What follows belongs to an exercise in optimizing a design on an open flow for small area and a short achievable clock period; a production flow would make more cautious choices. Where RTL was checked, it was by simulation tests only, not by an equivalence proof against the original. Power figures rest on the tool's default switching activity, not on a simulated workload.

// mod3_1
module mod3_1(
  input clk,
  input reset_n,
  input signed [22:0] a,
  input signed [22:0] b,
  input signed [16:0] c,
  output signed [39:0] y
);
Size: about 150 flip-flops, about 14000 um^2 of cells after synthesis.
==> flow/config.mk <==
export PLATFORM = sky130hd
export DESIGN_NAME = mod3_1
export DESIGN_NICKNAME = mod3_1
export VERILOG_FILES = /design/flow/design.v
export SDC_FILE = /design/flow/constraint.sdc
export NUM_CORES = 4
export LEC_CHECK = 0
export ABC_AREA = 1
export CAP_MARGIN = 20
export CORE_MARGIN = 2
export CORE_UTILIZATION = 65
export CTS_BUF_LIST = sky130_fd_sc_hd__clkbuf_8
export SETUP_SLACK_MARGIN = 3.4
export SLEW_MARGIN = 70
==> flow/constraint.sdc <==
create_clock -name core_clock -period 7.0 [get_ports {clk}]
set_input_delay 1.4000 -clock core_clock [delete_from_list [all_inputs] [get_ports {clk}]]
set_output_delay 1.4000 -clock core_clock [all_outputs]
set_load 0.01 [all_outputs]
standard.sh (not shown) runs the stock make flow with config.mk's settings and CLKGATE_MAP_FILE= SYNTH_SCRIPT=/design/flow/synth_recipe.tcl, a recipe that flattens the netlist after the stock synthesis.
==> flow/flow/run.sh <==
#!/bin/bash
# Layout flow: the standard layout (standard.sh) with two changes:
#  1. synthesis runs Yosys's synth with -noabc, so the generic "abc -fast" pass does not
#     restructure the design's adder cells before extract_fa; everything else in the
#     synthesis script (synth_recipe.tcl and ORFS synth.tcl) is unchanged.
#  2. the port buffers that place inserts are sky130_fd_sc_hd__buf_1 (buffer_ports
#     -buffer_cell) instead of the cell buffer_ports picks by default.
set -euo pipefail
work=$PWD
sed 's/synth -nofsm -noshare {\*}\$args/synth -nofsm -noshare -noabc {*}$args/' \
  synth_recipe.tcl > flow_synth.tcl
grep -q -- '-noabc' flow_synth.tcl
bash standard.sh "SYNTH_SCRIPT=$work/flow_synth.tcl" \
  "BUFFER_PORTS_ARGS=-buffer_cell ${PORT_BUF:-sky130_fd_sc_hd__buf_1}" finish \
  > flow_make.log 2>&1
Edit:
--- a/flow/config.mk
+++ b/flow/config.mk
@@ -11,4 +11,2 @@
-export CORE_UTILIZATION = 65
-export CTS_BUF_LIST = sky130_fd_sc_hd__clkbuf_8
-export SETUP_SLACK_MARGIN = 3.4
-export SLEW_MARGIN = 70
+export CORE_UTILIZATION = 40
+export SLEW_MARGIN = 20
Outcome:
- setup slack loses 0.24 ns
- global-route usage is lower by 11 points
- clock-buffer cell count stays the same
- synthesized area does not change
- routed wire length is higher by 3.1%

========
Setup of run A:
mod3_1 again, from the RTL that the note above started with.
==> flow/design.v (excerpt) <==
module mod3_1(
  input clk,
  input reset_n,
  input signed [22:0] a,
  input signed [22:0] b,
  input signed [16:0] c,
  output signed [39:0] y
);
  reg [23:0] d1n, d2n;
  reg r1q, f1q;
  reg [8:0] one_q, two_q, neg_q, onen_q, twon_q;
  reg [11:0] ylo;
  reg cyq;
  reg [27:0] h0;
  reg [27:0] h1;
  reg kq;
  wire kill = ~reset_n | f1q;
  wire [8:0] one_w, two_w, neg_w;
  wire [16:0] c1 = c;
  assign one_w[0] = c1[0] ^ 1'b0;
  assign two_w[0] = (c1[1] & ~c1[0] & ~1'b0) | (~c1[1] & c1[0] & 1'b0);
  assign neg_w[0] = c1[1];
  assign one_w[1] = c1[2] ^ c1[1];
  assign two_w[1] = (c1[3] & ~c1[2] & ~c1[1]) | (~c1[3] & c1[2] & c1[1]);
  assign neg_w[1] = c1[3];
  assign one_w[2] = c1[4] ^ c1[3];
  assign two_w[2] = (c1[5] & ~c1[4] & ~c1[3]) | (~c1[5] & c1[4] & c1[3]);
  assign neg_w[2] = c1[5];
  assign one_w[3] = c1[6] ^ c1[5];
  assign two_w[3] = (c1[7] & ~c1[6] & ~c1[5]) | (~c1[7] & c1[6] & c1[5]);
  assign neg_w[3] = c1[7];
  assign one_w[4] = c1[8] ^ c1[7];
  assign two_w[4] = (c1[9] & ~c1[8] & ~c1[7]) | (~c1[9] & c1[8] & c1[7]);
  assign neg_w[4] = c1[9];
  assign one_w[5] = c1[10] ^ c1[9];
  assign two_w[5] = (c1[11] & ~c1[10] & ~c1[9]) | (~c1[11] & c1[10] & c1[9]);
  assign neg_w[5] = c1[11];
  assign one_w[6] = c1[12] ^ c1[11];
  assign two_w[6] = (c1[13] & ~c1[12] & ~c1[11]) | (~c1[13] & c1[12] & c1[11]);
  assign neg_w[6] = c1[13];
  assign one_w[7] = c1[14] ^ c1[13];
  assign two_w[7] = (c1[15] & ~c1[14] & ~c1[13]) | (~c1[15] & c1[14] & c1[13]);
  assign neg_w[7] = c1[15];
  assign one_w[8] = c1[16] ^ c1[15];
  assign two_w[8] = (c1[16] & ~c1[16] & ~c1[15]) | (~c1[16] & c1[16] & c1[15]);
  assign neg_w[8] = c1[16];
  wire one0 = ~onen_q[0], two0 = ~twon_q[0], neg0 = neg_q[0];
  wire one1 = ~onen_q[1], two1 = ~twon_q[1], neg1 = neg_q[1];
  wire one2 = ~onen_q[2], two2 = ~twon_q[2], neg2 = neg_q[2];
  wire one3 = ~onen_q[3], two3 = ~twon_q[3], neg3 = neg_q[3];
  wire one4 = ~onen_q[4], two4 = ~twon_q[4], neg4 = neg_q[4];
  wire one5 = ~onen_q[5], two5 = ~twon_q[5], neg5 = neg_q[5];
  wire one6 = ~onen_q[6], two6 = ~twon_q[6], neg6 = neg_q[6];
  wire one7 = ~onen_q[7], two7 = ~twon_q[7], neg7 = neg_q[7];
  wire one8 = ~onen_q[8], two8 = ~twon_q[8], neg8 = neg_q[8];
  wire [23:0] dsub;
  wire pp1;
  wire pp2;
  wire pp3;
  wire pp4;
  wire pp5;
  wire pp6;
  wire pp7;
  ...
export LEC_CHECK = 0
export ABC_AREA = 1
export CAP_MARGIN = 20
export CORE_MARGIN = 2
export CORE_UTILIZATION = 75
export CTS_BUF_LIST = sky130_fd_sc_hd__clkbuf_8
export SETUP_SLACK_MARGIN = 3.4
export SLEW_MARGIN = 70
create_clock -name core_clock -period 7.0 [get_ports {clk}]
Scripts as last shown in full above: flow/flow/run.sh
> inputs changed (run A -> run B)
- CORE_UTILIZATION now 40, was 75
- SETUP_SLACK_MARGIN no longer set, was 3.4
- CTS_BUF_LIST no longer set, was sky130_fd_sc_hd__clkbuf_8
## What came out
Between run A and run B, the cell count went up. In the flow results for run B and run A, the internal power of the cells is larger on run A. Row routed wire length: run B lower / run A higher. Run B improves on run A in worst clock skew on the final layout. The worst IR drop on VDD reported for run B is smaller than that of run A by 5.5%. Post-route standard cell area excluding fillers on run B is down relative to run A. In run B, the actual slew at the worst max-slew pin came out 0.026 ns below the value in run A. In run B the number of tapcells turned out about 100% higher than in run A. Taking run A as the reference, in run B global router's overall resource usage down 18 points; total power decreased by 8.5% relative to the old numbers.
Here is what was changed in the inputs of run C compared with run B.
- CTS_BUF_LIST newly set to sky130_fd_sc_hd__clkbuf_8
- SETUP_SLACK_MARGIN newly set to 3.8
### Flow results
NOTE: area added between synthesis and finish in run C exceeds that of run B. Looking at critical path endpoint, the y[32] result is from run C; the y[33] one comes from run B. Run C | stages: all done | timing, DRC, antenna: all pass. Run B has lower met2 routing resource usage after global routing than run C. The routed wire length number comes out lower for run B vs run C.

========
the reference run:
mod3_1, a different RTL version from the one above (not shown whole).
Size in the first run: roughly 110 I/O pins.
export LEC_CHECK = 0
export ABC_AREA = 1
export CAP_MARGIN = 20
export CORE_MARGIN = 2
export CORE_UTILIZATION = 65
export CTS_BUF_LIST = sky130_fd_sc_hd__clkbuf_8
export SETUP_SLACK_MARGIN = 3.4
export SLEW_MARGIN = 70
create_clock -name core_clock -period 7.0 [get_ports {clk}]
Scripts as last shown in full above: flow/flow/run.sh
The reference run: PASS, flow complete, no timing, DRC or antenna violations
Relative to the reference run, the following input files were edited for the trial run:
Settings: swapping 3.4 for 3.6 in SETUP_SLACK_MARGIN.
Status | the trial run and the reference run | clean. Wire: the trial run routes more than the reference run. The trial run against the reference run: total met2 wirelength after detailed routing up about 0.9%, final critical-path required period went down by 0.10 ns, met2 demand-to-capacity share in global routing lower. Power: the trial run draws more than the reference run. Diff the reference run -> the trial run | slack of the critical path | increase of 0.10 ns. Lower global-route wire length before repair goes to the trial run over the reference run. From the reference run to the trial run, top-level I/O count did not move at all.
No functional check of the RTL was part of any run of this note.

========
RTL: one of the versions met above, not the one the previous note started from.
For scale: about 1,300 cells after synthesis, roughly 150 flip-flops.
export LEC_CHECK = 0
export ABC_AREA = 1
export CAP_MARGIN = 20
export CORE_MARGIN = 2
export CORE_UTILIZATION = 40
export SLEW_MARGIN = 20
create_clock -name core_clock -period 7.0 [get_ports {clk}]
==> flow/flow/run.sh <==
#!/bin/bash
# Layout flow: the standard layout (standard.sh, ORFS make) with these changes:
#  1. synthesis runs Yosys's synth with -noabc, so the generic "abc -fast" pass does not
#     restructure the adder logic before extract_fa; the rest of synth_recipe.tcl and of ORFS's
#     synth.tcl is unchanged (same registers and names).
#  2. the final ABC mapping uses flow/abc.script (area mapping, no buffering or gate sizing;
#     OpenROAD's repair steps buffer and size the netlist after placement instead).
#  3. the port buffers that placement inserts are sky130_fd_sc_hd__buf_1.
# Each tool's output goes to ORFS's own logs (orfs/logs/...), and make's output to flow_make.log.
set -euo pipefail
work=$PWD
sed 's/synth -nofsm -noshare {\*}\$args/synth -nofsm -noshare -noabc {*}$args/' \
  synth_recipe.tcl > flow_synth.tcl
grep -q -- '-noabc' flow_synth.tcl
# ORFS scripts, with the ABC area script replaced
rm -rf flow_scripts
cp -r "$FLOW_HOME/scripts" flow_scripts
cp flow/abc.script flow_scripts/abc_area.script
bash standard.sh "SYNTH_SCRIPT=$work/flow_synth.tcl" "SCRIPTS_DIR=$work/flow_scripts" \
  "BUFFER_PORTS_ARGS=-buffer_cell sky130_fd_sc_hd__buf_1" finish \
  > flow_make.log 2>&1
==> flow/flow/abc.script <==
strash
dch
map -a
topo
Change:
==> flow/flow/run.sh (replaced) <==
#!/bin/bash
# Layout flow: the standard layout (standard.sh) with two changes:
#  1. synthesis runs Yosys's synth with -noabc, so the generic "abc -fast" pass does not
#     restructure the design's adder cells before extract_fa; everything else in the
#     synthesis script (synth_recipe.tcl and ORFS synth.tcl) is unchanged.
#  2. the port buffers that place inserts are sky130_fd_sc_hd__buf_1 (buffer_ports
#     -buffer_cell) instead of the cell buffer_ports picks by default.
set -euo pipefail
work=$PWD
sed 's/synth -nofsm -noshare {\*}\$args/synth -nofsm -noshare -noabc {*}$args/' \
  synth_recipe.tcl > flow_synth.tcl
grep -q -- '-noabc' flow_synth.tcl
bash standard.sh "SYNTH_SCRIPT=$work/flow_synth.tcl" \
  "BUFFER_PORTS_ARGS=-buffer_cell ${PORT_BUF:-sky130_fd_sc_hd__buf_1}" finish \
  > flow_make.log 2>&1
- CORE_UTILIZATION: 40 -> 65
- CTS_BUF_LIST: unset -> sky130_fd_sc_hd__clkbuf_8
- SETUP_SLACK_MARGIN: unset -> 3.3
- SLEW_MARGIN: 20 -> 70
removed: flow/flow/abc.script
Outcome: The new run passed the timing, DRC and antenna checks; worst setup slack improved by 0.73 ns; maximum frequency is higher by 20%; clock skew goes up by 0.019 ns.
Change:
==> flow/flow/run.sh (replaced) <==
#!/bin/bash
# Layout flow: the standard layout (standard.sh, ORFS make) with these changes:
#  1. synthesis runs Yosys's synth with -noabc, so the generic "abc -fast" pass does not
#     restructure the adder logic before extract_fa; the rest of synth_recipe.tcl is unchanged
#     (same registers and names).
#  2. a copy of ORFS's scripts is used in which synth.tcl extracts only full adders
#     (extract_fa -fa): half adders are left to ABC as plain gates.
#  3. the port buffers that placement inserts are sky130_fd_sc_hd__buf_1.
# Each tool's output goes to ORFS's own logs (orfs/logs/...), and make's output to flow_make.log.
set -euo pipefail
work=$PWD
sed 's/synth -nofsm -noshare {\*}\$args/synth -nofsm -noshare -noabc {*}$args/' \
  synth_recipe.tcl > flow_synth.tcl
grep -q -- '-noabc' flow_synth.tcl
rm -rf flow_scripts
cp -r "$FLOW_HOME/scripts" flow_scripts
sed -i 's/^  extract_fa {\*}\[dont_use_extract_fa_args\]$/  extract_fa -fa/' flow_scripts/synth.tcl
grep -q '^  extract_fa -fa$' flow_scripts/synth.tcl
bash standard.sh "SYNTH_SCRIPT=$work/flow_synth.tcl" "SCRIPTS_DIR=$work/flow_scripts" \
  "BUFFER_PORTS_ARGS=-buffer_cell sky130_fd_sc_hd__buf_1" finish \
  > flow_make.log 2>&1
- SETUP_SLACK_MARGIN: 3.3 -> 3.4
After rerunning: Wire length went up by about 9%. Via count went up by 9.0%. Die area went down by about 1.8%. Synthesized area went down by 1.8%.
Change:
==> flow/flow/run.sh (replaced) <==
#!/bin/bash
# Layout flow: the standard layout (standard.sh) with two changes:
#  1. synthesis runs Yosys's synth with -noabc, so the generic "abc -fast" pass does not
#     restructure the design's adder cells before extract_fa; everything else in the
#     synthesis script (synth_recipe.tcl and ORFS synth.tcl) is unchanged.
#  2. the port buffers that place inserts are sky130_fd_sc_hd__buf_1 (buffer_ports
#     -buffer_cell) instead of the cell buffer_ports picks by default.
set -euo pipefail
work=$PWD
sed 's/synth -nofsm -noshare {\*}\$args/synth -nofsm -noshare -noabc {*}$args/' \
  synth_recipe.tcl > flow_synth.tcl
grep -q -- '-noabc' flow_synth.tcl
bash standard.sh "SYNTH_SCRIPT=$work/flow_synth.tcl" \
  "BUFFER_PORTS_ARGS=-buffer_cell ${PORT_BUF:-sky130_fd_sc_hd__buf_1}" finish \
  > flow_make.log 2>&1
- CORE_UTILIZATION: 65 -> 40
- CTS_BUF_LIST: sky130_fd_sc_hd__clkbuf_8 -> unset
- SETUP_SLACK_MARGIN: 3.4 -> 4.0
- SLEW_MARGIN: 70 -> 20
Effect: Worst setup slack improves by 0.058 ns. Via count rises by 2.1%. Wire length came out higher by 21%. Hold slack is worse by 0.0042 ns.

========
Setup of blue:
Starting RTL as in the previous note.
clock: 7.0 ns
lec_check: 0
abc_area: 1
cap_margin: 20
core_margin: 2
core_utilization: 40
cts_buf_list: sky130_fd_sc_hd__clkbuf_8
setup_slack_margin: 3.6
slew_margin: 70
==> flow/flow/run.sh <==
#!/bin/bash
# Layout flow: the standard layout (standard.sh) with two changes:
#  1. synthesis runs Yosys's synth with -noabc, so the generic "abc -fast" pass does not
#     restructure the design's adder cells before extract_fa; everything else in the
#     synthesis script (synth_recipe.tcl and ORFS synth.tcl) is unchanged.
#  2. the port buffers that place inserts are sky130_fd_sc_hd__buf_1 (buffer_ports
#     -buffer_cell) instead of the cell buffer_ports picks by default.
set -euo pipefail
work=$PWD
sed 's/synth -nofsm -noshare {\*}\$args/synth -nofsm -noshare -noabc {*}$args/' \
  synth_recipe.tcl > flow_synth.tcl
grep -q -- '-noabc' flow_synth.tcl
bash standard.sh "SYNTH_SCRIPT=$work/flow_synth.tcl" \
  "BUFFER_PORTS_ARGS=-buffer_cell ${PORT_BUF:-sky130_fd_sc_hd__buf_1}" finish \
  > flow_make.log 2>&1
Setup changes, blue to green
- changing CORE_UTILIZATION from 40 to 85
- changing SETUP_SLACK_MARGIN from 3.6 to 3.4
--- outcome ---
Summary of green over blue: die span in x decreased by 60 um relative to the old numbers, count of placed standard cells including taps has decreased, worst setup slack before clock tree synthesis went down.
green did not make it past global routing, where a tool error ended it.

========
== north ==
Starting RTL as in the previous note.
export LEC_CHECK = 0
export ABC_AREA = 1
export CAP_MARGIN = 20
export CORE_MARGIN = 2
export CORE_UTILIZATION = 65
export CTS_BUF_LIST = sky130_fd_sc_hd__clkbuf_8
export SETUP_SLACK_MARGIN = 3.4
export SLEW_MARGIN = 70
create_clock -name core_clock -period 7.0 [get_ports {clk}]
==> flow/flow/run.sh <==
#!/bin/bash
# Layout flow: the standard layout (standard.sh, ORFS make) with these changes:
#  1. synthesis runs Yosys's synth with -noabc, so the generic "abc -fast" pass does not
#     restructure the adder logic before extract_fa; the rest of synth_recipe.tcl and of ORFS's
#     synth.tcl is unchanged (same registers and names).
#  2. the final ABC mapping uses flow/abc.script (area mapping, no buffering or gate sizing;
#     OpenROAD's repair steps buffer and size the netlist after placement instead).
#  3. the port buffers that placement inserts are sky130_fd_sc_hd__buf_1.
# Each tool's output goes to ORFS's own logs (orfs/logs/...), and make's output to flow_make.log.
set -euo pipefail
work=$PWD
sed 's/synth -nofsm -noshare {\*}\$args/synth -nofsm -noshare -noabc {*}$args/' \
  synth_recipe.tcl > flow_synth.tcl
grep -q -- '-noabc' flow_synth.tcl
# ORFS scripts, with the ABC area script replaced
rm -rf flow_scripts
cp -r "$FLOW_HOME/scripts" flow_scripts
cp flow/abc.script flow_scripts/abc_area.script
bash standard.sh "SYNTH_SCRIPT=$work/flow_synth.tcl" "SCRIPTS_DIR=$work/flow_scripts" \
  "BUFFER_PORTS_ARGS=-buffer_cell sky130_fd_sc_hd__buf_1" finish \
  > flow_make.log 2>&1
==> flow/flow/abc.script <==
strash
dch
map -B 0.9
topo
stime -c
buffer -c
dnsize -c
What south does differently from north at the input level:
Settings: removing SETUP_SLACK_MARGIN (formerly 3.4); changing CORE_UTILIZATION from 65 to 40.
==> flow/flow/run.sh <==
#!/bin/bash
# Layout flow: the standard layout (standard.sh) with two changes:
#  1. synthesis runs Yosys's synth with -noabc, so the generic "abc -fast" pass does not
#     restructure the design's adder cells before extract_fa; everything else in the
#     synthesis script (synth_recipe.tcl and ORFS synth.tcl) is unchanged.
#  2. the port buffers that place inserts are sky130_fd_sc_hd__buf_1 (buffer_ports
#     -buffer_cell) instead of the cell buffer_ports picks by default.
set -euo pipefail
work=$PWD
sed 's/synth -nofsm -noshare {\*}\$args/synth -nofsm -noshare -noabc {*}$args/' \
  synth_recipe.tcl > flow_synth.tcl
grep -q -- '-noabc' flow_synth.tcl
bash standard.sh "SYNTH_SCRIPT=$work/flow_synth.tcl" \
  "BUFFER_PORTS_ARGS=-buffer_cell ${PORT_BUF:-sky130_fd_sc_hd__buf_1}" finish \
  > flow_make.log 2>&1
removed: flow/flow/abc.script
- The final reports for south and north show clock-pin slew on the worst setup and hold paths lower in the former.
- south | status: complete | timing, DRC, antenna: pass
- In the reports for south and north, the larger clock network power share belongs to south.
- Compared with north, south has less setup slack.
- south and north ended up with roughly the same fraction of area in non-clock buffers.
- Post-route fraction of the period consumed by the critical path ended up 2.7 points higher on south than on north.
- Side by side, area of combinational cells with multiple inputs turned out lower in south than in north.
- [south vs north] synthesized area: higher in south
- Wire: south routes more than north
- Going from north to south, insertion delay to the later sink of the worst-skew pair fell by 0.02 ns; clock skew fell by 0.022 ns.
Relative to south, the following input files were edited for east:
Settings: CTS_CLUSTER_DIAMETER: unset -> 80; CTS_CLUSTER_SIZE: unset -> 40; SETUP_SLACK_MARGIN: unset -> 3.4; CORE_UTILIZATION: 40 -> 65; CTS_BUF_LIST: sky130_fd_sc_hd__clkbuf_8 -> sky130_fd_sc_hd__clkbuf_16.
### Flow results
Clock network power share (higher): east
On final weighted congestion in routability-driven placement: between south and east, it ends up lower for south.
The higher post-CTS setup buffer count came out of east.
[compare] base=south new=east: first-iteration DRC count +about 0.6%; time the worst path needs with I/O delays and setup shows a reduction of 0.23 ns.
The wire length in east sits 510 um below the value recorded for south.
Input-level comparison between west and east:
Settings: clearing CTS_CLUSTER_SIZE, which used to be 40; swapping sky130_fd_sc_hd__clkbuf_16 for sky130_fd_sc_hd__clkbuf_8 in CTS_BUF_LIST; clearing CTS_CLUSTER_DIAMETER, which used to be 80; clearing SETUP_SLACK_MARGIN, which used to be 3.4.
==> flow/flow/run.sh <==
#!/bin/bash
# Layout flow: the standard layout (standard.sh, ORFS make) with these changes:
#  1. synthesis runs Yosys's synth with -noabc, so the generic "abc -fast" pass does not
#     restructure the adder logic before extract_fa; the rest of synth_recipe.tcl is unchanged
#     (same registers and names).
#  2. a copy of ORFS's scripts is used in which synth.tcl extracts only full adders
#     (extract_fa -fa): half adders are left to ABC as plain gates.
#  3. the port buffers that placement inserts are sky130_fd_sc_hd__buf_1.
# Each tool's output goes to ORFS's own logs (orfs/logs/...), and make's output to flow_make.log.
set -euo pipefail
work=$PWD
sed 's/synth -nofsm -noshare {\*}\$args/synth -nofsm -noshare -noabc {*}$args/' \
  synth_recipe.tcl > flow_synth.tcl
grep -q -- '-noabc' flow_synth.tcl
rm -rf flow_scripts
cp -r "$FLOW_HOME/scripts" flow_scripts
sed -i 's/^  extract_fa {\*}\[dont_use_extract_fa_args\]$/  extract_fa -fa/' flow_scripts/synth.tcl
grep -q '^  extract_fa -fa$' flow_scripts/synth.tcl
bash standard.sh "SYNTH_SCRIPT=$work/flow_synth.tcl" "SCRIPTS_DIR=$work/flow_scripts" \
  "BUFFER_PORTS_ARGS=-buffer_cell sky130_fd_sc_hd__buf_1" finish \
  > flow_make.log 2>&1
--- outcome ---
- Diff east -> west: sequential cell area share rose by 1.1 points, highest attainable clock frequency went down by 15%, non-clock buffer count lost 2, clock-buffer cell count neither gained nor lost much, setup slack shows a reduction of 0.63 ns.
### west -> middle
Settings: SETUP_SLACK_MARGIN: unset -> 3.4; CORE_UTILIZATION: 65 -> 40.
==> flow/flow/run.sh <==
#!/bin/bash
# Layout flow: the standard layout (standard.sh) with two changes:
#  1. synthesis runs Yosys's synth with -noabc, so the generic "abc -fast" pass does not
#     restructure the design's adder cells before extract_fa; everything else in the
#     synthesis script (synth_recipe.tcl and ORFS synth.tcl) is unchanged.
#  2. the port buffers that place inserts are sky130_fd_sc_hd__buf_1 (buffer_ports
#     -buffer_cell) instead of the cell buffer_ports picks by default.
set -euo pipefail
work=$PWD
sed 's/synth -nofsm -noshare {\*}\$args/synth -nofsm -noshare -noabc {*}$args/' \
  synth_recipe.tcl > flow_synth.tcl
grep -q -- '-noabc' flow_synth.tcl
bash standard.sh "SYNTH_SCRIPT=$work/flow_synth.tcl" \
  "BUFFER_PORTS_ARGS=-buffer_cell ${PORT_BUF:-sky130_fd_sc_hd__buf_1}" finish \
  > flow_make.log 2>&1
[summary]
Looking at switching share of power, middle sits 2.4 points below west. Cell area after synthesis (lower): west. Compared with west, middle shows a higher number of nets in the synthesized netlist. Sequential element share of the synthesized area | middle below west. Taking west as the reference point, the global-route usage of middle falls by 14 points. Number of tapcells delta for middle relative to west: 186 higher. middle vs west: per-cell via count in the routed design down by more than 10%. Changes observed in middle relative to west: hold slack now sits lower, count of clock buffers in the final design increased by 1 relative to the old numbers.

what the ideal ports hide:
How much do the figures lean on ideal ports? The routed layouts below were timed once more, with nothing changed but the port constraints. Step 1 sets driving cells, clkbuf_16 on the clock port and buf_2 on the other inputs (assumed; they add their load-dependent delay and slew). Step 2 times the ports against the registers' clock, not the clock port: input delays grow and output delays shrink by t, the midpoint of the rising clock arrivals with the driver on. Slacks: ideal ports / drivers / drivers and shift; pairs: ideal ports / drivers.
run | t (ns) | setup slack, ns | worst setup path at the end | slew at the worst register clock pin (ns)
the first run of note 1 | 0.490 | 3.488 / 3.445 / 3.362 | input to register | 0.11 / 0.11
the second run of note 1 | 0.483 | 3.248 / 3.223 / 3.248 | register to register | 0.07 / 0.07
run A | 0.526 | 3.379 / 3.330 / 3.336 | input to register | 0.11 / 0.11
run B | 0.476 | 3.285 / 3.238 / 3.344 | input to register | 0.07 / 0.07
run C | 0.521 | 3.494 / 3.446 / 3.457 | input to register | 0.09 / 0.09
the reference run | 0.506 | 3.515 / 3.474 / 3.315 | input to register | 0.12 / 0.12
the trial run | 0.520 | 3.617 / 3.617 / 3.362 | input to register | 0.12 / 0.12
the first run of note 4 | 0.479 | 2.680 / 2.632 / 2.622 | input to register | 0.07 / 0.07
the second run of note 4 | 0.490 | 3.415 / 3.373 / 3.372 | input to register | 0.11 / 0.11
the third run of note 4 | 0.512 | 3.414 / 3.366 / 3.221 | input to register | 0.10 / 0.10
the fourth run of note 4 | 0.492 | 3.472 / 3.422 / 3.614 | input to register | 0.07 / 0.07
blue | 0.501 | 3.507 / 3.464 / 3.345 | input to register | 0.09 / 0.09
north | 0.507 | 3.442 / 3.396 / 3.334 | input to register | 0.12 / 0.12
south | 0.502 | 3.251 / 3.209 / 3.343 | input to register | 0.09 / 0.09
east | 0.476 | 3.478 / 3.430 / 3.359 | input to register | 0.08 / 0.08
west | 0.512 | 2.847 / 2.801 / 3.245 | input to register | 0.10 / 0.10
middle | 0.500 | 3.463 / 3.420 / 3.343 | input to register | 0.09 / 0.09
After both steps setup and hold are still met in every run listed. For the trial run, which loses most, drivers alone change the setup slack by 0.000 ns; drivers and shift together by -0.255 ns.
